Context: an optimization exercise on an open-source flow, tuned for small area and a short achievable clock period. The choices shown serve that exercise and are no tape-out recipe. Power and IR drop assume default switching activity.

==> module fp_add, before the edit <==
module fp_add (
    input  logic        clk,
    input  logic        rst,
    input  logic        add,
    input  logic        update,
    input  logic        run,
    input  logic [31:0] b,
    output logic [31:0] sum
);
    logic [31:0] a;
    assign a = sum;
    logic za, zb;
    always @(posedge clk)
        za <= (a[30:0] == 31'd0);
    assign zb = (b[30:23] == 8'd0);
    logic [23:0] man_a, man_b;
    assign man_a = {~za, a[22:0]};
    assign man_b = {~zb, b[22:0]};
    logic [8:0] diff;
    logic [7:0] mag;
    assign diff = {1'b0, a[30:23]} - {1'b0, b[30:23]};
    assign mag  = diff[8] ? -diff[7:0] : diff[7:0];
    logic       swap;
    logic [4:0] shamt;
    always @(posedge clk) begin
        swap  <= diff[8];
        shamt <= (mag[7:5] != 3'd0) ? 5'd31 : mag[4:0];
    end
    logic        swap_r;
    logic [23:0] minor;
    always @(posedge clk) begin
        swap_r <= swap;
        minor  <= (swap ? man_a : man_b) >> shamt;
    end
    logic        larger;     
    logic        s_sgn;
    logic [7:0]  s_exp;
    logic [24:0] s_man;
    always @(posedge clk) begin
        if (add) begin
            s_sgn <= (za && zb) ? 1'b0 : (larger ? a[31] : b[31]);
            s_exp <= swap_r ? b[30:23] : a[30:23];
            s_man <= {1'b0, swap_r ? man_b : man_a} + {1'b0, minor};
        end
    end
    always @(posedge clk or negedge rst) begin
        if (!rst)
            larger <= 1'b0;
        else if (add && run)
            larger <= !diff[8] && (diff[7:0] != 8'd0 || a[22:0] > b[22:0]);
    end
    logic norm;
    assign norm = s_man[24] && !s_man[23] && (s_exp != 8'd0);
    always @(posedge clk or negedge rst) begin
        if (!rst)
            sum <= 32'd0;
        else if (update)
            sum <= {s_sgn, s_exp + {7'd0, norm}, norm ? s_man[23:1] : s_man[22:0]};
    end
endmodule
==> module PE, before the edit <==
module PE (
    input clk,
    input rst,
    input logic [31:0] PE_in_a,
    input logic [31:0] PE_in_b,
    output logic [31:0] PE_out_r
);
    logic [4:0] pm;      
    logic [5:0] pa;      
    logic       run;     
    always @(posedge clk or negedge rst) begin
        if (!rst) begin
            pm  <= 5'b00001;
            pa  <= 6'b000001;
            run <= 1'b0;
        end
        else begin
            pm <= {pm[3:0], pm[4]};
            pa <= {pa[4:0], pa[5]};
            if (pa[5])
                run <= 1'b1;
        end
    end
    logic [31:0] prod;
    fp_mult uut_1 (.clk(clk),
                   .load(pm[0]),
                   .first(pm[1]),
                   .store(pm[1] & ~pa[2]),
                   .a(PE_in_a),
                   .b(PE_in_b),
                   .result(prod));
    fp_add uut_2 (.clk(clk),
                  .rst(rst),
                  .add((pa[4] & ~pm[2]) | (pa[3] & pm[1])),
                  .update(pa[5] & run),
                  .run(run),
                  .b(prod),
                  .sum(PE_out_r));
endmodule
==> flow/config.mk <==
export PLATFORM = sky130hd
export DESIGN_NAME = PE
export DESIGN_NICKNAME = PE
export VERILOG_FILES = /design/flow/design.v
export SDC_FILE = /design/flow/constraint.sdc
export NUM_CORES = 4
export LEC_CHECK = 0
export CAP_MARGIN = 20
export CORE_MARGIN = 2
export CORE_UTILIZATION = 55
export CTS_CLUSTER_DIAMETER = 80
export CTS_CLUSTER_SIZE = 24
export SLEW_MARGIN = 20
==> flow/constraint.sdc <==
create_clock -name core_clock -period 12.0 [get_ports {clk}]
set_input_delay 2.4000 -clock core_clock [delete_from_list [all_inputs] [get_ports {clk}]]
set_output_delay 2.4000 -clock core_clock [all_outputs]
set_load 0.01 [all_outputs]
standard.sh (not shown) runs the stock make flow with config.mk's settings and CLKGATE_MAP_FILE= SYNTH_SCRIPT=/design/flow/synth_recipe.tcl, a recipe that flattens the netlist after the stock synthesis.
==> flow/flow/run.sh <==
#!/bin/bash
set -euo pipefail
bash standard.sh finish SETUP_SLACK_MARGIN=8.4 "BUFFER_PORTS_ARGS=-buffer_cell sky130_fd_sc_hd__buf_2" SYNTH_KEEP_MODULES=fp_fa > flow.log 2>&1
==> next run, changes <==
--- a/flow/design.v
+++ b/flow/design.v
@@ -573,8 +573,6 @@
     logic [31:0] a;
     assign a = sum;
     logic za, zb;
-    always @(posedge clk)
-        za <= (a[30:0] == 31'd0);
     assign zb = (b[30:23] == 8'd0);
     logic [23:0] man_a, man_b;
     assign man_a = {~za, a[22:0]};
@@ -614,11 +612,17 @@
     end
     logic norm;
     assign norm = s_man[24] && !s_man[23] && (s_exp != 8'd0);
+    logic [31:0] next;
+    assign next = {s_sgn, s_exp + {7'd0, norm}, norm ? s_man[23:1] : s_man[22:0]};
     always @(posedge clk or negedge rst) begin
-        if (!rst)
+        if (!rst) begin
             sum <= 32'd0;
-        else if (update)
-            sum <= {s_sgn, s_exp + {7'd0, norm}, norm ? s_man[23:1] : s_man[22:0]};
+            za  <= 1'b1;
+        end
+        else if (update) begin
+            sum <= next;
+            za  <= (next[30:0] == 31'd0);
+        end
     end
 endmodule
 `timescale 1ns/1ps
@@ -629,22 +633,25 @@
     input logic [31:0] PE_in_b,
     output logic [31:0] PE_out_r
 );
-    logic [4:0] pm;      
-    logic [5:0] pa;      
+    logic [2:0] qm, qa;
     logic       run;     
     always @(posedge clk or negedge rst) begin
         if (!rst) begin
-            pm  <= 5'b00001;
-            pa  <= 6'b000001;
+            qm  <= 3'b000;
+            qa  <= 3'b000;
             run <= 1'b0;
         end
         else begin
-            pm <= {pm[3:0], pm[4]};
-            pa <= {pa[4:0], pa[5]};
-            if (pa[5])
+            qm <= {qm[1] & qm[0], qm[0], ~qm[2]};
+            qa <= {qa[1:0], ~qa[2]};
+            if (qa[2] & ~qa[1])
                 run <= 1'b1;
         end
     end
+    logic [4:0] pm;      
+    logic [5:0] pa;      
+    assign pm = {qm[2] & ~qm[0], qm[2] & qm[0], ~qm[2] & qm[1], ~qm[1] & qm[0], ~qm[1] & ~qm[0]};
+    assign pa = {qa[2] & ~qa[1], qa[1] & ~qa[0], qa[2] & qa[0], ~qa[2] & qa[1], ~qa[1] & qa[0], ~qa[2] & ~qa[0]};
     logic [31:0] prod;
     fp_mult uut_1 (.clk(clk),
                    .load(pm[0]),
Power goes up by well over a third.
Utilization goes up by 0.53 points.
Setup slack is about the same.
Die area goes down slightly.
Fmax stays flat.
No functional check of the RTL was part of any run of this note.

## afterwards: timing with drivers on the ports
Ports are ideal in the flow. The routed layouts listed here were re-timed in OpenROAD.
Step 1 assumes that a clkbuf_16 drives the clock port and a buf_2 every other input.
Step 2 adds t to the input delays and takes it off the output delays; t is the mean of the earliest and latest rising clock arrival at the registers after step 1. Input paths then give back, and output paths get back, about the clock's delay inside the block.
a / b / c = ideal / step 1 / step 2; a / b = the first two.
run | t, ns | setup slack, ns | slew at the worst register clock pin (ns)
the first run | 0.568 | 8.430 / 8.379 / 8.049 | 0.10 / 0.10
the second run | 0.574 | 8.431 / 8.380 / 8.112 | 0.10 / 0.10
After both steps every run listed still meets setup and hold. The setup slack of the first run, which loses most, moves by -0.051 ns with the drivers and by -0.381 ns with both steps.
